This is an optimization exercise on Yosys and OpenROAD, whose aim is small area, a short achievable clock period and few clock cycles, not a production implementation.
RTL that was checked went through simulation tests only; none was proved equivalent to the original.
The RTL of runs 2 to 6 was laid out without a check of its function.

==> design.v <==
`timescale 1ns / 1ps
module taylor_sine(
    input clock,
    input reset,
    input start_in,
    input signed [11:0] x_in,  
    output reg ready_out,  
    output reg signed [11:0] sin_out  
);
parameter FXP_SCALE = 1024;  
parameter FXP_SHIFT = 10;  
parameter integer W = 12;
parameter S1 = 4'h1, S2 = 4'h2, S3 = 4'h3, S4 = 4'h4, S5 = 4'h5,
          S6 = 4'h6, S7 = 4'h7, S8 = 4'h8, S9 = 4'h9, S10 = 4'ha,
          S11 = 4'hb, S12 = 4'hc;
reg [3:0] state;
reg signed [W-1:0] sin;
reg signed [W-1:0] x_base, n_x_2, x_tmp;
reg signed [2*W-1:0] n_x_2_mul, x_tmp_mul;
reg [2:0] i;
reg [0:0] sum_rdy;
reg signed [W-1:0] i_coef;
always @(*) begin
    case (i)
        3'd0: i_coef = 12'sd171;
        3'd1: i_coef = 12'sd51;
        3'd2: i_coef = 12'sd24;
        3'd3: i_coef = 12'sd14;
        default: i_coef = 12'sd9;
    endcase
end
always @(posedge clock) begin
    if (reset == 1'b1) begin
        ready_out <= 1'b0;
        state <= S1;
    end else begin
        case(state)
            S1: begin
                if (start_in == 1'b1) 
                begin
                    ready_out <= 0;
                    state <= S2;
                end
                else 
                    state <= S1;
            end
            S2: begin
                x_base <= x_in;
                sin <= 0;             
                state <= S3;
            end
            S3: begin
                n_x_2_mul <= x_base * x_base;
                sin <= x_base;
                state <= S4;
            end
            S4: begin
                n_x_2_mul <= ~n_x_2_mul;
                state <= S5;
            end
            S5: begin
                n_x_2 <= n_x_2_mul >>> FXP_SHIFT;
                state <= S6;
            end
            S6: begin                
                x_tmp_mul <= x_base * n_x_2;
                i <= 0;
                sum_rdy <= 0;
                state <= S7;
            end
            S7: begin
                x_tmp <= x_tmp_mul >>> FXP_SHIFT;
                if (sum_rdy == 1)
                    state <= S10;
                else
                    state <= S8;
            end
            S8: begin
                x_tmp_mul <= x_tmp * i_coef;
                sum_rdy <= 1;
                state <= S7;
            end
            S9: begin
                x_tmp_mul <= x_tmp * n_x_2;
                state <= S7;
            end
            S10: begin
                sin <= sin + x_tmp;  
                i <= i + 1;
                sum_rdy <= 0;
                if (i < 4)
                    state <= S9;
                else
                    state <= S11;
            end
            S11: begin
                sin_out <= sin;
                ready_out <= 1;
                state <= S12;
            end
            S12: begin
                if (start_in == 1'b0) 
                    state <= S1; 
                else 
                    state <= S12;
            end
        endcase
    end
end
endmodule
==> run.sh <==
#!/bin/bash
# synth_recipe.tcl (not shown) runs the flow's synth.tcl, then flattens the netlist and writes it again
# the make line also repeats each setting of config.mk as NAME=value (left out here)
make -C /OpenROAD-flow-scripts/flow DESIGN_CONFIG=/design/flow/config.mk WORK_HOME=/design/flow/orfs CLKGATE_MAP_FILE= SYNTH_SCRIPT=/design/flow/synth_recipe.tcl finish
==> config.mk <==
export PLATFORM = sky130hd
export DESIGN_NAME = taylor_sine
export DESIGN_NICKNAME = taylor_sine
export VERILOG_FILES = /design/flow/design.v
export SDC_FILE = /design/flow/constraint.sdc
export NUM_CORES = 4
export LEC_CHECK = 0
export CAP_MARGIN = 20
export CORE_MARGIN = 2
export CORE_UTILIZATION = 40
export SLEW_MARGIN = 20
==> constraint.sdc <==
create_clock -name core_clock -period 10.0 [get_ports {clock}]
set_input_delay 2.0000 -clock core_clock [delete_from_list [all_inputs] [get_ports {clock}]]
set_output_delay 2.0000 -clock core_clock [all_outputs]
set_load 0.01 [all_outputs]
==> results of run 1 <==
per-layer routing:
metal | vias to the layer above | global-route usage
met5 | - | 0
met3 | 40 | 0.0166
li1 | 6527 | -
met2 | 251 | 0.322
met1 | 7315 | 0.239
met4 | 0 | 0.0393
sequential cells by signal, indices dropped and copies added (netlist names), 4 cells and up:
signal     cells
x_base        12
n_x_2         12
sin_out       12
sin           12
state          4
x_tmp         12
n_x_2_mul     12
x_tmp_mul     12
per-stage QoR:
step,utilization,hold slack [ps],std cells
2_1_floorplan,-,400,2203
3_5_place_dp,0.424,405,2838
4_1_cts,0.430,421,2854
5_1_grt,0.431,419,2857
3_3_place_gp,0.424,401,2838
6_report,0.431,417,2857
layout make-up:
cell class                 count  area [um^2]
multi-input combinational   1478        15800
clock buffer                   9          225
timing repair buffer          51          473
inverter                     539         2020
tap                          680          851
clock inverter                 7         62.6
fill                        5005        29300
sequential                    93         2740
path summary, 6_finish.rpt:
| kind | from | endpoint | cells past startpoint |
|---|---|---|---|
| max | i[0]$_SDFFCE_PN0P_ | x_tmp_mul[20]$_DFFE_PP_ | 20 |
| min | x_tmp_mul[10]$_DFFE_PP_ | x_tmp[0]$_DFFE_PP_ | 0 |
| min reg2reg | x_tmp_mul[10]$_DFFE_PP_ | x_tmp[0]$_DFFE_PP_ | 0 |
| max reg2reg | i[0]$_SDFFCE_PN0P_ | x_tmp_mul[20]$_DFFE_PP_ | 20 |
cell families (layout without fill, tap and decap cells):
family | after synthesis | in the layout | synth area share
AOI/OAI and AO/OA | 174 | 174 | 0.0542
xor gates and xnor gates | 80 | 80 | 0.0336
adders and majority gates | 624 | 624 | 0.529
buffers and inverters | 632 | 606 | 0.114
DFF | 93 | 93 | 0.132
muxes | 4 | 4 | 0.00198
and+or+nand+nor | 596 | 596 | 0.136
critical path: cells and delay by family, from the launching register on:
kind	cells	cell delay, ps
xor+xnor	1	130
buf+inv	2	90
fa+ha+maj	7	2970
simple gates	5	1380
flops	1	450
compound gates	5	1310
Yosys cell counts, drive strengths merged (5+ instances only):
cell type,n
nand3,6
xor2,16
o21ai,48
inv,539
nand2b,15
and2,158
nor2b,14
clkbuf,91
or3,8
ha,195
a21o,12
nor3,28
o31ai,7
fa,429
and3,7
dfxtp,5
nor2,70
o21a,12
edfxtp,88
a21oi,51
nand2,276
xnor2,64
a211oi,9
cells in the final DEF (no fill, tap or decap), types with 15 or more instances in the layout:
cell type / n
o21ai_0: 26
nand2_1: 276
nand2b_1: 15
fa_1: 429
inv_1: 537
o21ai_1: 22
ha_1: 195
clkdlybuf4s50_1: 27
nor2_1: 70
xor2_1: 16
and2_1: 158
xnor2_1: 64
edfxtp_1: 88
buf_4: 21
a21oi_1: 50
nor3_1: 26
==> results by group, run 1 <==
Worst setup path
  – Crit Path Max Fanout: 25
  – Critical path required time: 10110 ps
  – Setup CP Type: reg2reg
  – Crit path DAT: 6710 ps
  – Crit path max-delay cell type: nand3b_1
  – CP peak stage delay: 610 ps
  – Worst path cell trace: ha_1 > ha_1 > nand3b_1 > and2_1 > fa_1 > fa_1 > fa_1 > inv_1 > fa_1 > inv_1 > ha_1 > nand4_1 > a211oi_1 > nor2_1 > a211oi_1 > a21bo_1 > a21oi_1 > xnor2_1 > nand2_1 > o221ai_1
  – CP startpoint kind: flip-flop
  – Crit end category: flip-flop
  – Most used cell along the critical path: fa_1
  – Register-to-Register Setup Slack: 3400 ps

Placement
  – Routability cong.: 0.782
  – Placement Setup Slack: 3390 ps
  – Detail Placement HPWL: 34300 um
  – DP Area: 0.0218 mm^2
  – I/O Buffers: 27

Route
  – Drt pass-1 iters: 5
  – M1 WL: 19400 um
  – Drc violations: 0
  – Post-DR vias/cell: 4.95
  – Post-Route WL: 43900 um
  – Post-DRT Antenna Nets: 0
  – DR WL met2: 22200 um
  – Vias after detailed routing: 14100
  – Avg WL per Cell: 15.4 um
  – Met3 Wirelength: 1500 um
  – Initial DRC Count: 618
  – Max Used Layer: met4

Clocking
  – Worst-skew pair later-pin latency: 370 ps
  – Post-CTS Setup Inserts: 0
  – Post_cts resized: 0
  – H-tree depth: 3
  – Clk slew on worst S/H paths: 90 ps
  – Longest Clk Path Bufs: 2
  – Root Buffer: clkbuf_16
  – CTS Buf Count: 9
  – CTS sink count: 93
  – CTS tree: done
  – Cts hold-fix bufs: 0

Synth
  – Post-Synthesis Cells: 2203
  – Synth area leader: fa_1
  – Yosys cell types: 63
  – Yosys warns: 1
  – Ys async rst share: 0
  – Cell Area, Synth: 0.0209 mm^2
  – Post-synth EDFFs: 88
  – Synth area leaders: fa_1 41%, edfxtp_1 13%, ha_1 12%
  – Mean post-synth cell area: 9.47 um^2
  – Predominant post-synthesis flop cell: edfxtp_1
  – Seq/Total Area, Yosys: 0.132
  – Yosys reg bits: 93
  – Yosys top cell area share: 0.412
  – Mapped Nets: 2842

GRT
  – Total congestion overflow: 0
  – Vias in the first global route: 15800
  – Global-route usage over all layers: 0.181
  – First-pass GRT wire length: 78400 um
  – Largest net degree at the start of global routing: 34
  – Antenna violations before repair: 0

Finish
  – Number of diodes: 0
  – Final layout net count: 2811
  – Layout cells sized above 1: 0.0262
  – Synthesis-to-layout area growth: 6.17%
  – Post-route cell area: 0.0221 mm^2

Timing
  – RSZ-0062 raised after global routing: false
  – Fmax achieved: 0.151 GHz
  – Final setup margin: 3400 ps
  – Clock Skews: 20.0 ps
  – Final cycle utilization of the critical path: 0.660
  – Hold Vio Cnt, Final: 0
  – Worst-Margin Slew: 1100 ps
  – Slew margin rel.: 0.268
  – Minimum clock period: 6600 ps
  – Final setup TNS: 0 ps
  – Final Max Slew Viols: 0
  – # setup viols final: 0

Worst hold path
  – Min-Delay Path Class: reg2reg

Die
  – Row Count: 83
  – Number of I/O pins: 28
  – Starting density of the core: 0.406
  – Die footprint: 0.0540 mm^2
  – Die W: 232 um
  – Die height: 232 um
  – Core area: 0.0514 mm^2

Run status
  – Status: timing/DRC/antenna clean

Run
  – Max_cap viols: 0
Testbench counts, summed over its fixed seeds: cycles 51,192.
==> inputs of run 2 (changes only) <==
==> design.v (replaced) <==
module taylor_sine(
    input clock,
    input reset,
    input start_in,
    input signed [11:0] x_in,
    output reg ready_out,
    output signed [11:0] sin_out
);
reg armed;
reg signed [11:0] x_r, n2_r;
reg signed [9:0]  c0_r;
wire signed [23:0] sq  = x_in * x_in;
wire signed [23:0] nsq = ~sq;
wire signed [11:0] n2  = nsq[21:10];
wire signed [23:0] m0  = x_in * n2;
wire signed [11:0] p0  = m0[21:10];
wire signed [21:0] m0c = p0 * 10'sd171;
wire signed [9:0]  c0  = m0c[19:10];
always @(posedge clock) begin
    if (reset) begin
        ready_out <= 1'b0;
        armed <= 1'b1;
    end else if (armed && start_in) begin
        ready_out <= 1'b1;
        armed <= 1'b0;
    end else if (!start_in) begin
        armed <= 1'b1;
    end
end
always @(posedge clock) begin
    if (!reset && armed && start_in) begin
        x_r  <= x_in;
        n2_r <= n2;
        c0_r <= c0;
    end
end
wire signed [21:0] m1  = c0_r * n2_r;
wire signed [10:0] p1  = m1[20:10];
wire signed [17:0] m1c = p1 * 8'sd51;
wire signed [5:0]  c1  = m1c[15:10];
wire signed [17:0] m2  = c1 * n2_r;
wire signed [6:0]  p2  = m2[16:10];
wire signed [1:0]  c2  = (p2 >= 7'sd43) ? 2'sd1 :
                         (p2 >= 7'sd0)  ? 2'sd0 :
                         (p2 >= -7'sd42) ? -2'sd1 : -2'sd2;
wire n2_pos = !n2_r[11] && (n2_r != 12'sd0);
wire n2_neg = n2_r[11];
wire signed [1:0]  tl  = (c2[1] && n2_pos) ? -2'sd2 :
                         (c2 == 2'sd1 && n2_neg) ? -2'sd1 : 2'sd0;
assign sin_out = x_r + c0_r + c1 + c2 + tl;
endmodule
==> results by group, run 2 <==
Run status
  – Status: complete, but fails checks (was timing/DRC/antenna clean)
  – SO Viols: negative setup slack

Synth
  – Seq/Total Area, Yosys: 0.0503 (was 0.132)
  – Yosys warns: 1 (unchanged)
  – Ys async rst share: 0 (unchanged)
  – Cell Area, Synth: 0.0211 mm^2 (was 0.0209 mm^2)
  – Synth area leaders: fa_1 43%, ha_1 17%, inv_1 9.8% (was fa_1 41%, edfxtp_1 13%, ha_1 12%)
  – Mapped Nets: 2983 (was 2842)
  – Mean post-synth cell area: 9.45 um^2 (was 9.47 um^2)
  – Yosys reg bits: 36 (was 93)
  – Predominant post-synthesis flop cell: edfxtp_1 (unchanged)
  – Post-Synthesis Cells: 2232 (was 2203)
  – Yosys cell types: 71 (was 63)
  – Yosys top cell area share: 0.432 (was 0.412)
  – Post-synth EDFFs: 34 (was 88)
  – Synth area leader: fa_1 (unchanged)
  – Top-count cell post-synth: inv_1 (unchanged)
  – Synth cell count leaders: 549 x inv_1, 455 x fa_1, 281 x ha_1 (was 537 x inv_1, 429 x fa_1, 276 x nand2_1)

Worst setup path
  – Register-to-Register Setup Slack: 8780 ps (was 3400 ps)
  – Crit path DAT: 15510 ps (was 6710 ps)
  – Crit path buf inv count: 12 (was 2)
  – Worst R2R Path Depth: 2 (was 20)
  – Crit path max-delay cell type: fa_1 (was nand3b_1)
  – Setup CP Type: reg2out (was reg2reg)
  – Critical path required time: 8000 ps (was 10110 ps)
  – CP startpoint kind: flip-flop (unchanged)
  – RR Startpoint: armed$_SDFFE_PP1P_ (was i[0]$_SDFFCE_PN0P_)
  – Crit path max-delay family: adder cells (unchanged)
  – CP peak stage delay: 560 ps (was 610 ps)
  – Most used cell along the critical path: fa_1 (unchanged)
  – R2r endpoint: x_r[10]$_DFFE_PP_ (was x_tmp_mul[20]$_DFFE_PP_)
  – Crit Path Max Fanout: 5 (was 25)
  – Crit end category: primary output (was flip-flop)

Worst hold path
  – Worst Hold Path Cells: 1 (was 0)
  – Hold Path Sink: ready_out$_SDFFE_PP0P_ (was x_tmp[0]$_DFFE_PP_)
  – Min-Delay Path Class: reg2reg (unchanged)
  – Min-delay src: ready_out$_SDFFE_PP0P_ (was x_tmp_mul[10]$_DFFE_PP_)

GRT
  – Global-route usage over all layers: 0.188 (was 0.181)
  – First-pass GRT wire length: 84000 um (was 78400 um)
  – Largest net degree at the start of global routing: 36 (was 34)
  – Antenna violations before repair: 0 (unchanged)
  – Vias in the first global route: 17900 (was 15800)
  – Total congestion overflow: 0 (unchanged)

Route
  – Drc violations: 0 (unchanged)
  – Drt pass-1 iters: 5 (unchanged)
  – Avg WL per Cell: 14.3 um (was 15.4 um)
  – Post-Route WL: 47800 um (was 43900 um)
  – Vias after detailed routing: 15800 (was 14100)
  – Initial DRC Count: 492 (was 618)
  – Post-DR vias/cell: 4.73 (was 4.95)
  – Post-DRT Antenna Nets: 0 (unchanged)

Clocking
  – CTS sink count: 36 (was 93)
  – Longest Clk Path Bufs: 2 (unchanged)
  – Worst-skew pair later-pin latency: 290 ps (was 370 ps)
  – CTS Buf Count: 5 (was 9)
  – Cts hold-fix bufs: 0 (unchanged)
  – H-tree depth: 2 (was 3)
  – Clk slew on worst S/H paths: 60 ps (was 90 ps)
  – CTS tree: done (unchanged)
  – Root Buffer: clkbuf_16 (unchanged)

Die
  – Core area: 0.0523 mm^2 (was 0.0514 mm^2)
  – Number of I/O pins: 28 (unchanged)
  – Row Count: 84 (was 83)
  – Die W: 234 um (was 232 um)
  – Die height: 234 um (was 232 um)
  – Starting density of the core: 0.403 (was 0.406)
  – Die footprint: 0.0546 mm^2 (was 0.0540 mm^2)

Finish
  – Layout cells sized above 1: 0.272 (was 0.0262)
  – Synthesis-to-layout area growth: 27.1% (was 6.17%)
  – Number of diodes: 0 (unchanged)
  – Final layout net count: 3402 (was 2811)
  – Post-route cell area: 0.0268 mm^2 (was 0.0221 mm^2)
  – Most frequent cells in the layout: 533 x inv_1, 442 x fa_1, 423 x buf_4 (was 537 x inv_1, 429 x fa_1, 276 x nand2_1)
  – Largest regs: n2_r: 12 flops, x_r: 12 flops, c0_r: 10 flops
  – Final core utilization: 0.512 (was 0.431)
  – Commonest non-fill, non-tap cell in the layout: inv_1 (unchanged)
  – Fin cells: 3340 (was 2857)

Timing
  – Slew margin rel.: 0.671 (was 0.268)
  – Minimum clock period: 17510 ps (was 6600 ps)
  – Hold Vio Cnt, Final: 0 (unchanged)
  – Final cycle utilization of the critical path: 1.75 (was 0.660)
  – # setup viols final: 22 (was 0)
  – Final setup TNS: -116110 ps (was 0 ps)
  – Fmax achieved: 0.0571 GHz (was 0.151 GHz)
  – RSZ-0062 raised after global routing: true (was false)
  – Worst-Margin Slew: 493 ps (was 1100 ps)
  – Final Max Slew Viols: 0 (unchanged)
  – Final setup margin: -7510 ps (was 3400 ps)
  – Clock Skews: 6.71 ps (was 20.0 ps)

Placement
  – Detail Placement HPWL: 41900 um (was 34300 um)
  – Routability cong.: 0.869 (was 0.782)
  – Placed instance count: 3277 (was 2838)
  – I/O Buffers: 27 (unchanged)
  – DP Area: 0.0254 mm^2 (was 0.0218 mm^2)

Run
  – Max_cap viols: 0 (unchanged)
[run 2: cell count changes in the layout (fill, tap and decap cells not counted), sizes merged, moves of 12 or more]
cell	previous run	this run
and2	158	173
xor2	16	32
nor3	28	16
o21ai	48	19
xnor2	64	87
buf	24	470
nand2	276	204
clkdlybuf4s50	27	3
a21o	12	28
ha	195	281
fa	429	455
edfxtp	88	34
[run 2: final cells by class]
type / instances / area (um^2)
Sequential cell: 36 / 1060
Clock inverter: 3 / 18.8
Tap cell: 688 / 861
Fill cell: 4779 / 25500
Clock buffer: 5 / 125
Timing Repair Buffer: 477 / 3700
Multi-Input combinational cell: 1578 / 19000
Inverter: 553 / 2080
[run 2: what timing repair did]
| action | in CTS | in global routing |
|---|---|---|
| cloned | 1 | 0 |
| resized for setup | 222 | 93 |
| endpoints found under the setup margin | 22 | 22 |
| setup buffers | 42 | 13 |
| pin swaps | 107 | 66 |
[run 2: logic make-up after synthesis]
kind of cell / after synthesis / synth area share
flip-flops: 36 / 0.0503
adder cells (fa/ha/maj): 736 / 0.598
AO/OA/AOI/OAI: 169 / 0.0559
buffers and inverters: 618 / 0.110
AND/OR/NAND/NOR: 546 / 0.129
multiplexers: 6 / 0.00320
XOR/XNOR: 121 / 0.0523
[run 2: per-layer routing]
metal	share of wire	routed length, um	global-route usage
met1	0.42	20300	0.234
met2	0.53	25300	0.352
met3	0.019	917	0.00684
met4	0.028	1350	0.0540
met5	0	0	0
[run 2: how the worst max path moves through the flow]
stage / startpoint / endpoint / cells past startpoint
finish: n2_r[6]$_DFFE_PP_ / sin_out[11] / 63
global route: c0_r[2]$_DFFE_PP_ / sin_out[11] / 69
CTS: c0_r[1]$_DFFE_PP_ / sin_out[11] / 66
detailed placement: c0_r[3]$_DFFE_PP_ / sin_out[11] / 67
global placement: c0_r[3]$_DFFE_PP_ / sin_out[11] / 67
floorplan: n2_r[5]$_DFFE_PP_ / sin_out[11] / 69
[run 2: through the flow]
stage          hold slack, ps  worst slack [ps]
2_1_floorplan             497             -7240
3_3_place_gp              439             -7510
3_5_place_dp              463             -7890
4_1_cts                   477             -7560
5_1_grt                   489             -8220
6_report                  470             -7510
==> inputs of run 3 (changes only) <==
==> design.v (replaced) <==
module taylor_sine(
    input clock,
    input reset,
    input start_in,
    input signed [11:0] x_in,
    output reg ready_out,
    output signed [11:0] sin_out
);
reg armed;
reg [2:0] st;
reg signed [11:0] t, n2, s;
reg signed [11:0] mb;
always @(*) begin
    case (st)
        3'd1: mb = t;
        3'd3: mb = 12'sd171;
        3'd5: mb = 12'sd51;
        default: mb = n2;
    endcase
end
wire signed [23:0] prod = t * mb;
wire signed [11:0] ph = prod[21:10];
always @(posedge clock) begin
    if (reset) begin
        ready_out <= 1'b0;
        armed <= 1'b1;
        st <= 3'd0;
    end else begin
        case (st)
            3'd0: begin
                if (armed && start_in) begin
                    ready_out <= 1'b0;
                    armed <= 1'b0;
                    st <= 3'd1;
                end else if (!start_in) begin
                    armed <= 1'b1;
                end
            end
            3'd6: begin
                ready_out <= 1'b1;
                st <= 3'd0;
            end
            default: st <= st + 3'd1;
        endcase
    end
end
always @(posedge clock) begin
    case (st)
        3'd0: if (armed && start_in) begin
            t <= x_in;
            s <= x_in;
        end
        3'd1: n2 <= ~ph;
        3'd2, 3'd3, 3'd5: t <= ph;
        3'd4, 3'd6: begin
            t <= ph;
            s <= s + t;
        end
        default: ;
    endcase
end
wire signed [6:0] p2 = t[6:0];
wire signed [1:0] c2 = (p2 >= 7'sd43) ? 2'sd1 :
                       (p2 >= 7'sd0)  ? 2'sd0 :
                       (p2 >= -7'sd42) ? -2'sd1 : -2'sd2;
wire n2_pos = !n2[11] && (n2 != 12'sd0);
wire n2_neg = n2[11];
wire signed [1:0] tl = (c2[1] && n2_pos) ? -2'sd2 :
                       (c2 == 2'sd1 && n2_neg) ? -2'sd1 : 2'sd0;
assign sin_out = s + c2 + tl;
endmodule
==> results by group, run 3 <==
Worst setup path
  – Critical path destination: sin_out[11] (unchanged)
  – Register-to-Register Setup Slack: 3270 ps (was 8780 ps)
  – Crit Path Max Fanout: 16 (was 5)
  – Worst setup path start: t[1]$_DFFE_PP_ (was n2_r[6]$_DFFE_PP_)
  – Most used cell along the critical path: o21ai_0 (was fa_1)
  – Crit path DAT: 5200 ps (was 15510 ps)
  – Crit path max-delay family: compound AO/OA/AOI/OAI gates (was adder cells)
  – Worst R2R Path Depth: 21 (was 2)
  – Crit end category: primary output (unchanged)
  – Crit path buf inv count: 2 (was 12)
  – CP peak stage delay: 670 ps (was 560 ps)
  – R2r endpoint: t[11]$_DFFE_PP_ (was x_r[10]$_DFFE_PP_)
  – Worst path cell trace: a21oi_1 > nor2b_1 > o21ai_0 > nor3b_1 > a21o_1 > fa_1 > ha_1 > inv_1 > fa_1 > nor2b_1 > o21ai_0 > a21boi_0 > o21ai_0 > nand2b_1 > a31oi_1 > o21ai_0 > xor2_1 > clkdlybuf4s50_1
  – Critical Path Stages: 18 (was 63)
  – Critical path required time: 8000 ps (about the same)
  – Crit path max-delay cell type: edfxtp_1 (was fa_1)
  – CP startpoint kind: flip-flop (unchanged)
  – Setup CP Type: reg2out (unchanged)
  – RR Startpoint: st[1]$_SDFFE_PP0N_ (was armed$_SDFFE_PP1P_)

Timing
  – Final setup margin: 2800 ps (was -7510 ps)
  – Final Max Slew Viols: 0 (unchanged)
  – Minimum clock period: 7200 ps (was 17510 ps)
  – WHS: 476 ps (was 470 ps)
  – RSZ-0062 raised after global routing: false (was true)
  – Clock Skews: 8.86 ps (was 6.71 ps)
  – Worst-Margin Slew: 1020 ps (was 493 ps)
  – # setup viols final: 0 (was 22)
  – Final cycle utilization of the critical path: 0.720 (was 1.75)
  – Final setup TNS: 0 ps (was -116110 ps)
  – Hold Vio Cnt, Final: 0 (unchanged)
  – Slew margin rel.: 0.321 (was 0.671)
  – Fmax achieved: 0.139 GHz (was 0.0571 GHz)

GRT
  – Total congestion overflow: 0 (unchanged)
  – Vias in the first global route: 5880 (was 17900)
  – Antenna violations before repair: 0 (unchanged)
  – First-pass GRT wire length: 30000 um (was 84000 um)
  – Global-route usage over all layers: 0.185 (was 0.188)
  – Largest net degree at the start of global routing: 28 (was 36)

Synth
  – Seq/Total Area, Yosys: 0.152 (was 0.0503)
  – Predominant post-synthesis flop cell: edfxtp_1 (unchanged)
  – Mean post-synth cell area: 9.47 um^2 (was 9.45 um^2)
  – Synth area leader: fa_1 (unchanged)
  – Yosys cell types: 52 (was 71)
  – Yosys warns: 1 (unchanged)
  – Mapped Nets: 1048 (was 2983)
  – Synth cell count leaders: 164 x inv_1, 139 x fa_1, 111 x nand2_1 (was 549 x inv_1, 455 x fa_1, 281 x ha_1)
  – Post-synth EDFFs: 36 (was 34)
  – Yosys top cell area share: 0.357 (was 0.432)
  – Yosys reg bits: 41 (was 36)
  – Top-count cell post-synth: inv_1 (unchanged)
  – Synth area leaders: fa_1 36%, edfxtp_1 14%, ha_1 11% (was fa_1 43%, ha_1 17%, inv_1 9.8%)
  – Ys async rst share: 0 (unchanged)
  – Post-Synthesis Cells: 823 (was 2232)
  – Cell Area, Synth: 0.00779 mm^2 (was 0.0211 mm^2)

Placement
  – Placed instance count: 1091 (was 3277)
  – Placement Setup Slack: 3160 ps (was -7890 ps)
  – Routability cong.: 0.822 (was 0.869)
  – DP Area: 0.00833 mm^2 (was 0.0254 mm^2)
  – Detail Placement HPWL: 13900 um (was 41900 um)
  – I/O Buffers: 27 (unchanged)

Finish
  – Final layout net count: 1058 (was 3402)
  – Filler cells: 1945 (was 4779)
  – Largest regs: n2: 12 flops, s: 12 flops, t: 12 flops (was n2_r: 12 flops, x_r: 12 flops, c0_r: 10 flops)
  – Fin cells: 1099 (was 3340)
  – Layout cells sized above 1: 0.0372 (was 0.272)
  – Commonest non-fill, non-tap cell in the layout: inv_1 (unchanged)
  – Final core utilization: 0.442 (was 0.512)
  – Post-route cell area: 0.00852 mm^2 (was 0.0268 mm^2)
  – Synthesis-to-layout area growth: 9.28% (was 27.1%)
  – Area of the multi-input gates: 0.00587 mm^2 (was 0.0190 mm^2)
  – Reg area: 0.00118 mm^2 (was 0.00106 mm^2)
  – Number of diodes: 0 (unchanged)
  – Most frequent cells in the layout: 164 x inv_1, 139 x fa_1, 111 x nand2_1 (was 533 x inv_1, 442 x fa_1, 423 x buf_4)

Worst hold path
  – Worst Hold Path Cells: 2 (was 1)
  – Min-Delay Path Class: reg2reg (unchanged)

Clocking
  – Cts hold-fix bufs: 0 (unchanged)
  – Post_cts resized: 0 (was 222)
  – CTS tree: done (unchanged)
  – Longest Clk Path Bufs: 2 (unchanged)
  – Clk slew on worst S/H paths: 60 ps (about the same)
  – Worst-skew pair later-pin latency: 290 ps (about the same)
  – CTS Buf Count: 5 (unchanged)
  – H-tree depth: 2 (unchanged)
  – CTS sink count: 41 (was 36)
  – Root Buffer: clkbuf_16 (unchanged)
  – Post-CTS Setup Inserts: 0 (was 42)

Die
  – Core area: 0.0193 mm^2 (was 0.0523 mm^2)
  – Die W: 144 um (was 234 um)
  – Die footprint: 0.0206 mm^2 (was 0.0546 mm^2)
  – Starting density of the core: 0.404 (was 0.403)
  – Die height: 144 um (was 234 um)
  – Number of I/O pins: 28 (unchanged)
  – Row Count: 51 (was 84)

Route
  – Vias after detailed routing: 5376 (was 15800)
  – Drt pass-1 iters: 5 (unchanged)
  – Post-DR vias/cell: 4.89 (was 4.73)
  – Drc violations: 0 (unchanged)
  – Avg WL per Cell: 15.6 um (was 14.3 um)
  – Initial DRC Count: 268 (was 492)
  – Post-DRT Antenna Nets: 0 (unchanged)
  – Post-Route WL: 17100 um (was 47800 um)

Run status
  – Status: timing/DRC/antenna clean (was complete, but fails checks)

Run
  – Max_cap viols: 0 (unchanged)
## run 3: changes by cell type after synthesis, moves of 16 or more
cell	previous run	this run
inv_1	549	164
fa_1	455	139
ha_1	281	71
and2_1	172	57
nand2_1	204	111
xnor2_1	85	25
nor2_1	69	19
clkbuf_1	58	29
a21oi_1	47	20
o21ai_0	14	30
## run 3: per-layer routing
layer | wire, um | track usage
met2 | 8020 | 0.306
met1 | 8260 | 0.269
met5 | 0 | 0
met3 | 728 | 0.0260
met4 | 113 | 0.0217
## run 3: cell families (layout without fill, tap and decap cells)
| kind of cell | Yosys count | in the layout | share of synthesized area |
|---|---|---|---|
| buffers and inverters | 197 | 208 | 0.0965 |
| and+or+nand+nor | 222 | 222 | 0.137 |
| adders and majority gates | 210 | 210 | 0.471 |
| xor gates and xnor gates | 42 | 42 | 0.0472 |
| muxes | 3 | 3 | 0.00401 |
| DFF | 41 | 41 | 0.152 |
| AOI/OAI and AO/OA | 108 | 108 | 0.0930 |
## run 3: worst min-delay path, cell delays in order (launching register included)
cell     delay, ps
dfxtp_1        330
nand2_1         60
a21oi_1         50
## run 3: layout make-up
class / instances / area share
clock buffer: 5 / 0.0147
clock inverter: 3 / 0.00764
inverter: 167 / 0.0742
multi-input combinational: 585 / 0.689
sequential: 41 / 0.139
tap: 265 / 0.0389
timing repair buffer: 33 / 0.0370
## run 3: worst min-delay path by stage
stage / slack [ps] / from / end
final: 480 / ready_out$_SDFFE_PP0P_ / ready_out$_SDFFE_PP0P_
after floorplan: 460 / armed$_SDFFE_PP1P_ / armed$_SDFFE_PP1P_
after CTS: 490 / ready_out$_SDFFE_PP0P_ / ready_out$_SDFFE_PP0P_
after global placement: 480 / armed$_SDFFE_PP1P_ / armed$_SDFFE_PP1P_
after global routing: 510 / ready_out$_SDFFE_PP0P_ / ready_out$_SDFFE_PP0P_
after detailed placement: 480 / ready_out$_SDFFE_PP0P_ / ready_out$_SDFFE_PP0P_
==> inputs of run 4 (changes only) <==
==> design.v (replaced) <==
module taylor_sine(
    input clock,
    input reset,
    input start_in,
    input signed [11:0] x_in,
    output reg ready_out,
    output signed [11:0] sin_out
);
reg armed;
reg [5:1] ph;           
reg signed [11:0] t, n2, s;
wire idle = ~|ph;
wire acc  = idle && armed && start_in;
wire signed [11:0] mb = ph[3] ? 12'sd171 : ph[5] ? 12'sd51 : n2;
reg [21:0] prod;
reg [12:0] v, e;
reg one, two, neg, bm1;
integer i;
always @(*) begin
    prod = 22'h2ab000;   
    for (i = 0; i < 6; i = i + 1) begin
        bm1 = (i == 0) ? 1'b0 : mb[2*i-1];
        one = mb[2*i] ^ bm1;
        two = (mb[2*i+1] & ~mb[2*i] & ~bm1) | (~mb[2*i+1] & mb[2*i] & bm1);
        neg = mb[2*i+1];
        v = one ? {t[11], t} : two ? {t, 1'b0} : 13'd0;
        e = v ^ {13{neg}};
        prod = prod + ({9'd0, ~e[12], e[11:0]} << (2*i)) + ({21'd0, neg} << (2*i));
    end
end
wire signed [11:0] res = prod[21:10];
always @(posedge clock) begin
    if (reset) begin
        ready_out <= 1'b0;
        armed <= 1'b1;
        ph <= 5'd0;
    end else begin
        ph <= {ph[4:1], acc};
        if (acc) begin
            ready_out <= 1'b0;
            armed <= 1'b0;
        end else if (ph[5]) begin
            ready_out <= 1'b1;
        end else if (idle && !start_in) begin
            armed <= 1'b1;
        end
    end
end
always @(posedge clock) begin
    if (acc) begin
        t  <= x_in;
        n2 <= x_in;
        s  <= x_in;
    end
    if (ph[1]) n2 <= ~res;
    if (ph[2] | ph[3] | ph[4] | ph[5]) t <= res;
    if (ph[4]) s <= s + t;
end
wire c1_neg = t[11];
wire c1_pos = !t[11] && (t[10:0] != 11'd0);
wire n2_neg = n2[11];
wire n2_pos = !n2[11] && (n2[10:0] != 11'd0);
wire [10:0] nn2 = ~n2[10:0];    
reg big;
always @(*) begin
    case (t[4:0])
        5'd22: big = nn2 >= 11'd1954;
        5'd23: big = nn2 >= 11'd1869;
        5'd24: big = nn2 >= 11'd1792;
        5'd25: big = nn2 >= 11'd1720;
        5'd26: big = nn2 >= 11'd1654;
        5'd27: big = nn2 >= 11'd1592;
        5'd28: big = nn2 >= 11'd1536;
        5'd29: big = nn2 >= 11'd1483;
        5'd30: big = nn2 >= 11'd1433;
        5'd31: big = nn2 >= 11'd1387;
        default: big = 1'b0;
    endcase
end
wire signed [2:0] corr = (c1_neg && n2_pos) ? -3'sd3 :
                         (c1_pos && n2_neg) ? (big ? -3'sd2 : -3'sd1) : 3'sd0;
assign sin_out = s + t + corr;
endmodule
==> results by group, run 4 <==
Finish
  – Post-route cell area: 0.00806 mm^2 (was 0.00852 mm^2)
  – Final layout net count: 1066 (was 1058)
  – Commonest non-fill, non-tap cell in the layout: o21ai_0 (was inv_1)
  – Number of diodes: 0 (unchanged)
  – Synthesis-to-layout area growth: 7.40% (was 9.28%)
  – Largest regs: n2: 12 flops, s: 12 flops, t: 12 flops (unchanged)
  – Most frequent cells in the layout: 91 x o21ai_0, 90 x nand2_1, 89 x nor2_1 (was 164 x inv_1, 139 x fa_1, 111 x nand2_1)
  – Layout cells sized above 1: 0.0620 (was 0.0372)

Worst hold path
  – Worst Hold Path Cells: 1 (was 2)
  – Min-Delay Path Class: reg2reg (unchanged)
  – Hold Path Sink: ph[3]$_SDFF_PP0_ (was ready_out$_SDFFE_PP0P_)
  – Min-delay src: ph[2]$_SDFF_PP0_ (was ready_out$_SDFFE_PP0P_)

Worst setup path
  – Setup CP Type: reg2out (unchanged)
  – CP peak stage delay: 1040 ps (was 670 ps)
  – RR Startpoint: ph[5]$_SDFF_PP0_ (was st[1]$_SDFFE_PP0N_)
  – Crit Path Max Fanout: 33 (was 16)
  – Crit path DAT: 5150 ps (was 5200 ps)
  – Crit end category: primary output (unchanged)
  – Crit path max-delay cell type: edfxtp_1 (unchanged)
  – Register-to-Register Setup Slack: 3180 ps (was 3270 ps)
  – Crit path buf inv count: 3 (was 2)
  – CP startpoint kind: flip-flop (unchanged)
  – Worst path cell trace: inv_1 > o21ai_0 > maj3_1 > a31oi_1 > a31oi_1 > o22ai_1 > a311o_1 > nand2_1 > ha_1 > inv_1 > fa_1 > nor2b_1 > o21ai_0 > a21boi_0 > o21ai_0 > a21oi_1 > o21a_1 > nand3_1 > o211ai_1 > clkdlybuf4s50_1 (was a21oi_1 > nor2b_1 > o21ai_0 > nor3b_1 > a21o_1 > fa_1 > ha_1 > inv_1 > fa_1 > nor2b_1 > o21ai_0 > a21boi_0 > o21ai_0 > nand2b_1 > a31oi_1 > o21ai_0 > xor2_1 > clkdlybuf4s50_1)
  – Worst R2R Path Depth: 22 (was 21)
  – R2r endpoint: t[11]$_DFFE_PP_ (unchanged)
  – Most used cell along the critical path: o21ai_0 (unchanged)
  – Critical path required time: 8000 ps (about the same)
  – Crit path max-delay family: compound AO/OA/AOI/OAI gates (unchanged)

Synth
  – Ys async rst share: 0 (unchanged)
  – Synth area leader: edfxtp_1 (was fa_1)
  – Yosys warns: 1 (unchanged)
  – Predominant post-synthesis flop cell: edfxtp_1 (unchanged)
  – Synth cell count leaders: 92 x o21ai_0, 90 x nand2_1, 89 x nor2_1 (was 164 x inv_1, 139 x fa_1, 111 x nand2_1)
  – Top-count cell post-synth: o21ai_0 (was inv_1)
  – Yosys cell types: 64 (was 52)
  – Cell Area, Synth: 0.00750 mm^2 (was 0.00779 mm^2)
  – Post-synth EDFFs: 36 (unchanged)
  – Post-Synthesis Cells: 964 (was 823)
  – Mapped Nets: 1095 (was 1048)
  – Mean post-synth cell area: 7.78 um^2 (was 9.47 um^2)
  – Seq/Total Area, Yosys: 0.163 (was 0.152)
  – Yosys top cell area share: 0.144 (was 0.357)
  – Synth area leaders: edfxtp_1 14%, ha_1 13%, fa_1 11% (was fa_1 36%, edfxtp_1 14%, ha_1 11%)
  – Yosys reg bits: 43 (was 41)

Route
  – Post-DR vias/cell: 5.92 (was 4.89)
  – Initial DRC Count: 632 (was 268)
  – Drt pass-1 iters: 7 (was 5)
  – Drc violations: 0 (unchanged)
  – Avg WL per Cell: 18.5 um (was 15.6 um)
  – Post-DRT Antenna Nets: 0 (unchanged)
  – Post-Route WL: 21700 um (was 17100 um)
  – Vias after detailed routing: 6931 (was 5376)

Placement
  – Routability cong.: 0.948 (was 0.822)
  – Detail Placement HPWL: 15900 um (was 13900 um)
  – DP Area: 0.00789 mm^2 (was 0.00833 mm^2)
  – I/O Buffers: 27 (unchanged)

Timing
  – RSZ-0062 raised after global routing: false (unchanged)
  – Final setup TNS: 0 ps (unchanged)
  – Minimum clock period: 7150 ps (was 7200 ps)
  – Fmax achieved: 0.140 GHz (was 0.139 GHz)
  – Slew margin rel.: 0.274 (was 0.321)
  – Final cycle utilization of the critical path: 0.715 (was 0.720)
  – # setup viols final: 0 (unchanged)
  – Hold Vio Cnt, Final: 0 (unchanged)
  – Clock Skews: 9.98 ps (was 8.86 ps)
  – Worst-Margin Slew: 1090 ps (was 1020 ps)
  – Final Max Slew Viols: 0 (unchanged)

Die
  – Starting density of the core: 0.404 (about the same)
  – Die W: 141 um (was 144 um)
  – Die footprint: 0.0199 mm^2 (was 0.0206 mm^2)
  – Row Count: 50 (was 51)
  – Number of I/O pins: 28 (unchanged)
  – Die height: 141 um (was 144 um)
  – Core area: 0.0186 mm^2 (was 0.0193 mm^2)

Clocking
  – Clk slew on worst S/H paths: 70 ps (was 60 ps)
  – Cts hold-fix bufs: 0 (unchanged)
  – H-tree depth: 2 (unchanged)
  – Post-CTS Setup Inserts: 0 (unchanged)
  – Longest Clk Path Bufs: 2 (unchanged)
  – CTS tree: done (unchanged)
  – Root Buffer: clkbuf_16 (unchanged)
  – Post_cts resized: 0 (unchanged)
  – CTS Buf Count: 5 (unchanged)
  – Worst-skew pair later-pin latency: 290 ps (about the same)
  – CTS sink count: 43 (was 41)

GRT
  – Largest net degree at the start of global routing: 35 (was 28)
  – First-pass GRT wire length: 35000 um (was 30000 um)
  – Vias in the first global route: 6358 (was 5880)
  – Total congestion overflow: 0 (unchanged)
  – Global-route usage over all layers: 0.219 (was 0.185)
  – Antenna violations before repair: 0 (unchanged)

Run
  – Max_cap viols: 0 (unchanged)

Run status
  – Status: timing/DRC/antenna clean (unchanged)
-- run 4: worst max-delay path by stage --
stage	cells past startpoint	endpoint	startpoint	slack, ps
final	20	sin_out[10]	n2[3]$_DFFE_PP_	2850
after global routing	20	sin_out[10]	n2[3]$_DFFE_PP_	2360
after CTS	20	sin_out[10]	n2[3]$_DFFE_PP_	2860
after detailed placement	21	t[11]$_DFFE_PP_	ph[5]$_SDFF_PP0_	3180
after global placement	20	sin_out[10]	n2[3]$_DFFE_PP_	3250
after floorplan	23	t[11]$_DFFE_PP_	ph[5]$_SDFF_PP0_	3900
-- run 4: layer usage --
metal	wire length (um)	GRT usage	up-vias
met1	10300	0.329	3310
met5	0	0	-
li1	-	-	3364
met3	1240	0.0265	21
met4	281	0.0384	0
met2	9880	0.343	236
-- run 4: kinds of logic (layout without fill, tap and decap cells) --
kind of cell	Yosys count	after routing	share of synthesized area
simple gates	263	263	0.159
mux	32	32	0.0462
buf+inv	156	128	0.0802
fa+ha+maj	117	117	0.236
compound gates	294	294	0.247
flops	43	43	0.163
xor+xnor	59	59	0.0689
-- run 4: through the flow --
step / std cells / hold WS (ps) / util / setup WS [ps]
after floorplan: 964 / 453 / - / 3900
after global placement: 1162 / 473 / 0.424 / 3250
after detailed placement: 1162 / 484 / 0.424 / 3180
after CTS: 1170 / 493 / 0.434 / 2860
after global routing: 1170 / 509 / 0.434 / 2360
final: 1170 / 499 / 0.434 / 2850
-- run 4: area by class of cell --
class	instances	area, um^2
clock buffers	5	125
clock inverters	3	47.5
fillers	1873	10500
inverters	75	282
multi-input cells	765	5690
flip-flops and latches	43	1220
well taps	234	293
repair buffers	45	405
==> inputs of run 5 (changes only) <==
--- a/design.v
+++ b/design.v
@@ -12,12 +12,13 @@
 wire idle = ~|ph;
 wire acc  = idle && armed && start_in;
 wire signed [11:0] mb = ph[3] ? 12'sd171 : ph[5] ? 12'sd51 : n2;
-reg [21:0] prod;
+reg [21:0] r0, r1, r2, r3, r4, r5, rc;
 reg [12:0] v, e;
 reg one, two, neg, bm1;
+reg [5:0] negs;
+reg [21:0] pp [0:5];
 integer i;
 always @(*) begin
-    prod = 22'h2ab000;   
     for (i = 0; i < 6; i = i + 1) begin
         bm1 = (i == 0) ? 1'b0 : mb[2*i-1];
         one = mb[2*i] ^ bm1;
@@ -25,9 +26,27 @@
         neg = mb[2*i+1];
         v = one ? {t[11], t} : two ? {t, 1'b0} : 13'd0;
         e = v ^ {13{neg}};
-        prod = prod + ({9'd0, ~e[12], e[11:0]} << (2*i)) + ({21'd0, neg} << (2*i));
+        negs[i] = neg;
+        pp[i] = {9'd0, ~e[12], e[11:0]} << (2*i);
     end
+    r0 = pp[0];
+    r1 = pp[1] | {21'd0, negs[0]};
+    r2 = pp[2] | ({21'd0, negs[1]} << 2);
+    r3 = pp[3] | ({21'd0, negs[2]} << 4);
+    r4 = pp[4] | ({21'd0, negs[3]} << 6);
+    r5 = pp[5] | ({21'd0, negs[4]} << 8);
+    rc = 22'h2ab000 | ({21'd0, negs[5]} << 10);
 end
+function [43:0] csa(input [21:0] a, input [21:0] b, input [21:0] c);
+    csa = {a ^ b ^ c, ((a & b) | (a & c) | (b & c)) << 1};
+endfunction
+wire [21:0] s1, c1, s2, c2, s3, c3, s4, c4, s5, c5;
+assign {s1, c1} = csa(r0, r1, r2);
+assign {s2, c2} = csa(r3, r4, r5);
+assign {s3, c3} = csa(s1, c1, rc);
+assign {s4, c4} = csa(s2, c2, s3);
+assign {s5, c5} = csa(s4, c4, c3);
+wire [21:0] prod = s5 + c5;
 wire signed [11:0] res = prod[21:10];
 always @(posedge clock) begin
     if (reset) begin
==> results by group, run 5 <==
Synth
  – Yosys top cell area share: 0.142 (was 0.144)
  – Top-count cell post-synth: nor2_1 (was o21ai_0)
  – Post-Synthesis Cells: 961 (was 964)
  – Mean post-synth cell area: 7.93 um^2 (was 7.78 um^2)
  – Yosys warns: 2 (was 1)
  – Yosys cell types: 79 (was 64)
  – Seq/Total Area, Yosys: 0.160 (was 0.163)
  – Predominant post-synthesis flop cell: edfxtp_1 (unchanged)
  – Synth cell count leaders: 95 x nor2_1, 94 x inv_1, 78 x nand2_1 (was 92 x o21ai_0, 90 x nand2_1, 89 x nor2_1)
  – Yosys reg bits: 43 (unchanged)
  – Post-synth EDFFs: 36 (unchanged)
  – Ys async rst share: 0 (unchanged)
  – Synth area leaders: edfxtp_1 14%, ha_1 11%, fa_1 11% (was edfxtp_1 14%, ha_1 13%, fa_1 11%)
  – Cell Area, Synth: 0.00762 mm^2 (was 0.00750 mm^2)
  – Mapped Nets: 1087 (was 1095)
  – Synth area leader: edfxtp_1 (unchanged)

Clocking
  – Post_cts resized: 0 (unchanged)
  – CTS Buf Count: 5 (unchanged)
  – Post-CTS Setup Inserts: 0 (unchanged)
  – Longest Clk Path Bufs: 2 (unchanged)
  – H-tree depth: 2 (unchanged)
  – Cts hold-fix bufs: 0 (unchanged)
  – Root Buffer: clkbuf_16 (unchanged)
  – CTS sink count: 43 (unchanged)
  – Worst-skew pair later-pin latency: 290 ps (about the same)
  – CTS tree: done (unchanged)
  – Clk slew on worst S/H paths: 60 ps (was 70 ps)

Die
  – Starting density of the core: 0.407 (was 0.404)
  – Number of I/O pins: 28 (unchanged)
  – Core area: 0.0187 mm^2 (was 0.0186 mm^2)
  – Die W: 142 um (was 141 um)
  – Row Count: 50 (unchanged)
  – Die footprint: 0.0202 mm^2 (was 0.0199 mm^2)
  – Die height: 142 um (was 141 um)

Timing
  – Hold Vio Cnt, Final: 0 (unchanged)
  – Final Max Slew Viols: 0 (unchanged)
  – Minimum clock period: 6920 ps (was 7150 ps)
  – Slew margin rel.: 0.302 (was 0.274)
  – RSZ-0062 raised after global routing: false (unchanged)
  – Final cycle utilization of the critical path: 0.692 (was 0.715)
  – Worst-Margin Slew: 1050 ps (was 1090 ps)
  – Clock Skews: 3.47 ps (was 9.98 ps)
  – # setup viols final: 0 (unchanged)
  – Final setup TNS: 0 ps (unchanged)
  – Fmax achieved: 0.144 GHz (was 0.140 GHz)

Finish
  – Commonest non-fill, non-tap cell in the layout: nor2_1 (was o21ai_0)
  – Most frequent cells in the layout: 95 x nor2_1, 94 x inv_1, 78 x nand2_1 (was 91 x o21ai_0, 90 x nand2_1, 89 x nor2_1)
  – Layout cells sized above 1: 0.0640 (was 0.0620)
  – Largest regs: n2: 12 flops, s: 12 flops, t: 12 flops (unchanged)
  – Final layout net count: 1062 (was 1066)
  – Synthesis-to-layout area growth: 6.75% (was 7.40%)
  – Number of diodes: 0 (unchanged)

Placement
  – Detail Placement HPWL: 16800 um (was 15900 um)
  – Routability cong.: 0.895 (was 0.948)
  – I/O Buffers: 27 (unchanged)

Worst setup path
  – Crit path buf inv count: 2 (was 3)
  – R2r endpoint: t[11]$_DFFE_PP_ (unchanged)
  – Critical path required time: 8000 ps (about the same)
  – Worst setup path start: n2[1]$_DFFE_PP_ (was n2[3]$_DFFE_PP_)
  – Crit path max-delay cell type: edfxtp_1 (unchanged)
  – CP peak stage delay: 750 ps (was 1040 ps)
  – Most used cell along the critical path: o21ai_0 (unchanged)
  – Worst path cell trace: a311o_1 > a41oi_1 > a31oi_1 > nor3b_1 > o21ai_0 > a2111oi_0 > o21ai_1 > ha_1 > inv_1 > fa_1 > nor2b_1 > o21ai_0 > a21boi_0 > o21ai_0 > a21oi_1 > o21a_1 > o211ai_1 > clkdlybuf4s50_1 (was inv_1 > o21ai_0 > maj3_1 > a31oi_1 > a31oi_1 > o22ai_1 > a311o_1 > nand2_1 > ha_1 > inv_1 > fa_1 > nor2b_1 > o21ai_0 > a21boi_0 > o21ai_0 > a21oi_1 > o21a_1 > nand3_1 > o211ai_1 > clkdlybuf4s50_1)
  – Worst R2R Path Depth: 21 (was 22)
  – Critical path destination: sin_out[10] (unchanged)
  – Register-to-Register Setup Slack: 3400 ps (was 3180 ps)
  – RR Startpoint: n2[1]$_DFFE_PP_ (was ph[5]$_SDFF_PP0_)
  – Crit path DAT: 4920 ps (was 5150 ps)
  – CP startpoint kind: flip-flop (unchanged)
  – Crit path max-delay family: compound AO/OA/AOI/OAI gates (unchanged)
  – Critical Path Stages: 18 (was 20)
  – Crit end category: primary output (unchanged)
  – Crit Path Max Fanout: 22 (was 33)
  – Setup CP Type: reg2out (unchanged)

Route
  – Post-Route WL: 22500 um (was 21700 um)
  – Initial DRC Count: 693 (was 632)
  – Vias after detailed routing: 6891 (was 6931)
  – Drc violations: 0 (unchanged)
  – Drt pass-1 iters: 6 (was 7)
  – Post-DRT Antenna Nets: 0 (unchanged)
  – Avg WL per Cell: 19.2 um (was 18.5 um)
  – Post-DR vias/cell: 5.88 (was 5.92)

GRT
  – Vias in the first global route: 6211 (was 6358)
  – Total congestion overflow: 0 (unchanged)
  – Antenna violations before repair: 0 (unchanged)
  – Largest net degree at the start of global routing: 33 (was 35)
  – Global-route usage over all layers: 0.225 (was 0.219)
  – First-pass GRT wire length: 35100 um (was 35000 um)

Worst hold path
  – Min-Delay Path Class: reg2reg (unchanged)

Run
  – Max_cap viols: 0 (unchanged)

Run status
  – Status: timing/DRC/antenna clean (unchanged)
==> run 5: cell types whose count changed after synthesis, sizes merged, moves of 13 or more <==
cell	before	now
nor3	12	25
buf	8	24
o21ai	93	49
a21oi	59	73
clkbuf	73	50
inv	75	95
a22oi	27	5
==> run 5: final cells by class <==
type | count | area (um^2)
sequential | 43 | 1220
tap | 234 | 293
fill | 1887 | 10600
clock buffer | 6 | 129
multi-input combinational | 748 | 5730
inverter | 96 | 360
timing repair buffer | 42 | 383
clock inverter | 2 | 12.5
==> run 5: routing by layer <==
metal  track usage  wire length, um  vias up
met2         0.360            10300      254
met1         0.315            10100     3284
li1              -                -     3316
met3        0.0330             1530       37
met4        0.0668              551        0
met5             0                0        -
==> run 5: how the worst min path moves through the flow <==
| stage | end | cells after the start | from |
|---|---|---|---|
| floorplan | ph[3]$_SDFF_PP0_ | 1 | ph[2]$_SDFF_PP0_ |
| global placement | ph[3]$_SDFF_PP0_ | 1 | ph[2]$_SDFF_PP0_ |
| detailed placement | ph[3]$_SDFF_PP0_ | 1 | ph[2]$_SDFF_PP0_ |
| CTS | ph[3]$_SDFF_PP0_ | 1 | ph[2]$_SDFF_PP0_ |
| global route | ph[3]$_SDFF_PP0_ | 1 | ph[2]$_SDFF_PP0_ |
| finish | ph[3]$_SDFF_PP0_ | 1 | ph[2]$_SDFF_PP0_ |
==> run 5: through the flow <==
step | instance area, um^2 | hold slack [ps] | instances | util | setup WS, ps
after detailed placement | 7990 | 481 | 1163 | 0.427 | 3400
final | 8130 | 489 | 1171 | 0.435 | 3080
after global routing | 8130 | 514 | 1171 | 0.435 | 2650
after floorplan | 7620 | 453 | 961 | - | 4480
after global placement | 7990 | 477 | 1163 | 0.427 | 3430
after CTS | 8130 | 490 | 1171 | 0.435 | 3080
==> run 5: cells by family after synthesis <==
family / after synthesis / share of synthesized area
DFF: 43 / 0.160
adders and majority gates: 118 / 0.232
buffers and inverters: 170 / 0.0877
xor gates and xnor gates: 70 / 0.0805
AOI/OAI and AO/OA: 252 / 0.221
and+or+nand+nor: 272 / 0.169
muxes: 36 / 0.0504
==> run 5: worst reg2reg max path, stage by stage (launching register included) <==
cell      delay [ps]
edfxtp_1         940
xnor2_1          260
and2_1           680
nor2_1           140
a31oi_1          200
xor2_1           110
fa_1             510
inv_1             60
fa_1             500
inv_1             50
fa_1             470
inv_1             50
fa_1             530
inv_1             40
ha_1             350
a21oi_1          250
o21a_1           130
o21ai_0           90
a221oi_1         450
nand3_1          230
a211oi_1         250
nor3_1            70
==> inputs of run 6 (changes only) <==
==> design.v (replaced) <==
module taylor_sine(
    input clock,
    input reset,
    input start_in,
    input signed [11:0] x_in,
    output reg ready_out,
    output [11:0] sin_out
);
reg armed;
reg [5:1] ph;           
reg signed [11:0] t, n2, acc;
reg [1:0] m;
wire idle = ~|ph;
wire go   = idle && armed && start_in;
function in_range(input signed [11:0] v, input signed [11:0] lo, input signed [11:0] hi);
    in_range = (v >= lo) && (v <= hi);
endfunction
wire m3 = in_range(x_in, -12'sd2047, -12'sd1716) | in_range(x_in, 12'sd1449, 12'sd1715);
wire m2 = in_range(x_in, -12'sd1417, -12'sd1415) | (x_in == -12'sd1401) |
          in_range(x_in, -12'sd1399, -12'sd1384) | in_range(x_in, -12'sd1381, -12'sd1302) |
          in_range(x_in, -12'sd1292, -12'sd1290);
wire m1 = in_range(x_in, -12'sd1448, -12'sd1290) | in_range(x_in, 12'sd670, 12'sd1289);
wire [1:0] m_x = m3 ? 2'd3 : m2 ? 2'd2 : m1 ? 2'd1 : 2'd0;
wire [11:0] mb = ph[3] ? 12'd171 : ph[5] ? 12'd51 : n2;
reg [21:0] r0, r1, r2, r3, r4, r5, rc, ra, rm;
reg [12:0] v, e;
reg one, two, neg, bm1;
reg [5:0] negs;
reg [21:0] pp [0:5];
integer i;
always @(*) begin
    for (i = 0; i < 6; i = i + 1) begin
        bm1 = (i == 0) ? 1'b0 : mb[2*i-1];
        one = mb[2*i] ^ bm1;
        two = (mb[2*i+1] & ~mb[2*i] & ~bm1) | (~mb[2*i+1] & mb[2*i] & bm1);
        neg = mb[2*i+1];
        v = one ? {t[11], t} : two ? {t, 1'b0} : 13'd0;
        e = v ^ {13{neg}};
        negs[i] = neg;
        pp[i] = {9'd0, ~e[12], e[11:0]} << (2*i);
    end
    r0 = pp[0];
    r1 = pp[1] | {21'd0, negs[0]};
    r2 = pp[2] | ({21'd0, negs[1]} << 2);
    r3 = pp[3] | ({21'd0, negs[2]} << 4);
    r4 = pp[4] | ({21'd0, negs[3]} << 6);
    r5 = pp[5] | ({21'd0, negs[4]} << 8);
    ra = {acc, 10'd0};
    rm = ({20'd0, ~m} + {21'd0, negs[5]}) << 10;
    rc = 22'h2aa400;
end
function [43:0] csa(input [21:0] a, input [21:0] b, input [21:0] c);
    csa = {a ^ b ^ c, ((a & b) | (a & c) | (b & c)) << 1};
endfunction
wire [21:0] s1, c1, s2, c2, s3, c3, s4, c4, s5, c5, s6, c6;
assign {s1, c1} = csa(r0, r1, r2);
assign {s2, c2} = csa(r3, r4, r5);
assign {s3, c3} = csa(rc, ra, rm);
assign {s4, c4} = csa(s1, c1, s2);
assign {s5, c5} = csa(c2, s3, c3);
assign {s6, c6} = csa(s4, c4, s5);
wire [21:0] s7, c7;
assign {s7, c7} = csa(s6, c6, c5);
wire [21:0] prod = s7 + c7;
wire [11:0] res = prod[21:10];
always @(posedge clock) begin
    if (reset) begin
        ready_out <= 1'b0;
        armed <= 1'b1;
        ph <= 5'd0;
    end else begin
        ph <= {ph[4:1], go};
        if (go) begin
            ready_out <= 1'b0;
            armed <= 1'b0;
        end else if (ph[5]) begin
            ready_out <= 1'b1;
        end else if (idle && !start_in) begin
            armed <= 1'b1;
        end
    end
end
always @(posedge clock) begin
    if (go) begin
        t   <= x_in;
        n2  <= x_in;
        acc <= 12'd0;
        m   <= 2'd0;
    end
    if (ph[1]) n2 <= ~res;
    if (ph[2] | ph[3] | ph[4] | ph[5]) t <= res;
    if (ph[4]) begin
        acc <= x_in + t;
        m   <= m_x;
    end
end
assign sin_out = t;
endmodule
==> results by group, run 6 <==
Timing
  – WHS: 496 ps (was 489 ps)
  – Hold Vio Cnt, Final: 0 (unchanged)
  – Worst-Margin Slew: 987 ps (was 1050 ps)
  – Final cycle utilization of the critical path: 0.730 (was 0.692)
  – Fmax achieved: 0.137 GHz (was 0.144 GHz)
  – Final Max Slew Viols: 0 (unchanged)
  – Slew margin rel.: 0.342 (was 0.302)
  – Clock Skews: 12.4 ps (was 3.47 ps)
  – # setup viols final: 0 (unchanged)
  – RSZ-0062 raised after global routing: false (unchanged)
  – Final setup TNS: 0 ps (unchanged)
  – Final setup margin: 2700 ps (was 3080 ps)
  – Minimum clock period: 7300 ps (was 6920 ps)

Worst setup path
  – Crit path DAT: 7340 ps (was 4920 ps)
  – Crit path max-delay cell type: nor2_2 (was edfxtp_1)
  – Most used cell along the critical path: fa_1 (was o21ai_0)
  – CP peak stage delay: 790 ps (was 750 ps)
  – Crit path max-delay family: adder cells (was compound AO/OA/AOI/OAI gates)
  – Worst path cell trace: or2_2 > nor2_2 > nand2_1 > a21oi_1 > a22oi_1 > xor2_1 > fa_1 > inv_1 > fa_1 > fa_1 > fa_1 > inv_1 > ha_1 > nand2_1 > o21ai_0 > a21oi_1 > a41oi_2 > o22ai_1 > xor2_1 > mux2_4 (was a311o_1 > a41oi_1 > a31oi_1 > nor3b_1 > o21ai_0 > a2111oi_0 > o21ai_1 > ha_1 > inv_1 > fa_1 > nor2b_1 > o21ai_0 > a21boi_0 > o21ai_0 > a21oi_1 > o21a_1 > o211ai_1 > clkdlybuf4s50_1)
  – Critical path required time: 10040 ps (was 8000 ps)
  – Crit end category: flip-flop (was primary output)
  – Setup CP Type: reg2reg (was reg2out)
  – Crit path buf inv count: 2 (unchanged)
  – Crit Path Max Fanout: 22 (unchanged)
  – CP startpoint kind: flip-flop (unchanged)

Synth
  – Mean post-synth cell area: 8.15 um^2 (was 7.93 um^2)
  – Yosys warns: 2 (unchanged)
  – Yosys reg bits: 45 (was 43)
  – Post-Synthesis Cells: 917 (was 961)
  – Synth area leader: edfxtp_1 (unchanged)
  – Cell Area, Synth: 0.00748 mm^2 (was 0.00762 mm^2)
  – Mapped Nets: 1047 (was 1087)
  – Top-count cell post-synth: inv_1 (was nor2_1)
  – Yosys top cell area share: 0.153 (was 0.142)
  – Yosys cell types: 68 (was 79)
  – Seq/Total Area, Yosys: 0.171 (was 0.160)
  – Predominant post-synthesis flop cell: edfxtp_1 (unchanged)
  – Post-synth EDFFs: 38 (was 36)
  – Ys async rst share: 0 (unchanged)
  – Synth area leaders: edfxtp_1 15%, fa_1 15%, ha_1 9.9% (was edfxtp_1 14%, ha_1 11%, fa_1 11%)
  – Synth cell count leaders: 105 x inv_1, 94 x nor2_1, 74 x nand2_1 (was 95 x nor2_1, 94 x inv_1, 78 x nand2_1)

Route
  – Initial DRC Count: 420 (was 693)
  – Drc violations: 0 (unchanged)
  – Vias after detailed routing: 6368 (was 6891)
  – Avg WL per Cell: 19.3 um (was 19.2 um)
  – Post-Route WL: 22000 um (was 22500 um)
  – Post-DR vias/cell: 5.60 (was 5.88)
  – Post-DRT Antenna Nets: 0 (unchanged)
  – Drt pass-1 iters: 6 (unchanged)

Die
  – Starting density of the core: 0.412 (was 0.407)
  – Row Count: 49 (was 50)
  – Die W: 141 um (was 142 um)
  – Number of I/O pins: 28 (unchanged)
  – Die height: 141 um (was 142 um)
  – Core area: 0.0181 mm^2 (was 0.0187 mm^2)
  – Die footprint: 0.0198 mm^2 (was 0.0202 mm^2)

Placement
  – Placed instance count: 1129 (was 1163)
  – Placement Setup Slack: 2860 ps (was 3400 ps)
  – Detail Placement HPWL: 16500 um (was 16800 um)
  – Routability cong.: 0.918 (was 0.895)
  – I/O Buffers: 27 (unchanged)

Clocking
  – Cts hold-fix bufs: 0 (unchanged)
  – Root Buffer: clkbuf_16 (unchanged)
  – Longest Clk Path Bufs: 2 (unchanged)
  – CTS sink count: 45 (was 43)
  – H-tree depth: 2 (unchanged)
  – Post_cts resized: 0 (unchanged)
  – CTS tree: done (unchanged)
  – CTS Buf Count: 5 (unchanged)
  – Worst-skew pair later-pin latency: 290 ps (about the same)
  – Clk slew on worst S/H paths: 70 ps (was 60 ps)
  – Post-CTS Setup Inserts: 0 (unchanged)

GRT
  – First-pass GRT wire length: 35300 um (was 35100 um)
  – Antenna violations before repair: 0 (unchanged)
  – Global-route usage over all layers: 0.228 (was 0.225)
  – Largest net degree at the start of global routing: 27 (was 33)
  – Total congestion overflow: 0 (unchanged)
  – Vias in the first global route: 6172 (was 6211)

Finish
  – Synthesis-to-layout area growth: 8.10% (was 6.75%)
  – Commonest non-fill, non-tap cell in the layout: inv_1 (was nor2_1)
  – Most frequent cells in the layout: 105 x inv_1, 94 x nor2_1, 74 x nand2_1 (was 95 x nor2_1, 94 x inv_1, 78 x nand2_1)
  – Final layout net count: 1037 (was 1062)
  – Number of diodes: 0 (unchanged)
  – Layout cells sized above 1: 0.0529 (was 0.0640)
  – Largest regs: acc: 12 flops, n2: 12 flops, t: 12 flops (was n2: 12 flops, s: 12 flops, t: 12 flops)
  – Fin cells: 1137 (was 1171)

Run
  – Max_cap viols: 0 (unchanged)

Worst hold path
  – Min-Delay Path Class: reg2reg (unchanged)

Run status
  – Status: timing/DRC/antenna clean (unchanged)
==> run 6: cell count changes after synthesis, moves of 6 or more <==
| cell | before | now |
|---|---|---|
| o211ai_1 | 2 | 9 |
| a22oi_1 | 5 | 19 |
| a31oi_1 | 22 | 5 |
| clkbuf_1 | 50 | 44 |
| inv_1 | 94 | 105 |
| ha_1 | 70 | 59 |
| fa_1 | 41 | 56 |
| xnor2_1 | 48 | 60 |
==> run 6: final cells by class <==
cell class                      count  area (um^2)
Inverter                          106          398
Clock buffer                        5          125
Fill cell                        1820        10100
Clock inverter                      3         47.5
Tap cell                          229          287
Multi-Input combinational cell    708         5570
Timing Repair Buffer               41          375
Sequential cell                    45         1280
==> run 6: per-layer routing <==
metal  wire length, um  vias to the layer above  global-route usage
met1             10300                     3036               0.323
met3               979                       33              0.0234
met5                 0                        -                   0
li1                  -                     3107                   -
met4               472                        0              0.0668
met2             10200                      192               0.371
==> run 6: cell families after synthesis <==
kind of cell | after synthesis | share of synthesized area
AO/OA/AOI/OAI | 210 | 0.181
AND/OR/NAND/NOR | 262 | 0.163
adder cells (fa/ha/maj) | 121 | 0.257
flip-flops | 45 | 0.171
XOR/XNOR | 78 | 0.0914
buffers and inverters | 164 | 0.0844
multiplexers | 37 | 0.0524
==> run 6: final timing paths <==
kind                    startpoint               end  depth (start not counted)  slack, ps
setup / recovery  ph[5]$_SDFF_PP0_   n2[9]$_DFFE_PP_                         20       2700
hold / removal    ph[2]$_SDFF_PP0_  ph[3]$_SDFF_PP0_                          1        500
setup reg to reg  ph[5]$_SDFF_PP0_   n2[9]$_DFFE_PP_                         20       2700
hold reg to reg   ph[2]$_SDFF_PP0_  ph[3]$_SDFF_PP0_                          1        500
==> run 6: per-stage QoR <==
stage          area [um^2]   util
2_1_floorplan         7480      -
3_3_place_gp          7910  0.436
3_5_place_dp          7910  0.436
4_1_cts               8080  0.445
5_1_grt               8080  0.445
6_report              8080  0.445

## what the ideal ports hide
How much do the figures lean on ideal ports? The routed layouts below were timed once more, with nothing changed but the port constraints.
Step 1: set_driving_cell puts a clkbuf_16 on clock and a buf_2 on each other input, an assumption about the parent block.
Step 2, shift: input delay + t, output delay - t, t = (earliest + latest rising clock arrival at the registers) / 2. This alone moves slack from input paths to output paths.
Three values: ideal, step 1, step 2; two values: the first two.
| run | shift t [ns] | setup slack, ns | worst register clock-pin slew, ns |
|---|---|---|---|
| run 1 | 0.405 | 3.399 / 3.399 / 3.399 | 0.09 / 0.09 |
| run 2 | 0.329 | -7.513 / -7.556 / -7.227 | 0.06 / 0.06 |
| run 3 | 0.325 | 2.800 / 2.760 / 3.084 | 0.07 / 0.07 |
| run 4 | 0.328 | 2.851 / 2.811 / 3.139 | 0.07 / 0.07 |
| run 5 | 0.331 | 3.078 / 3.039 / 3.370 | 0.06 / 0.06 |
| run 6 | 0.324 | 2.704 / 2.704 / 2.704 | 0.07 / 0.07 |
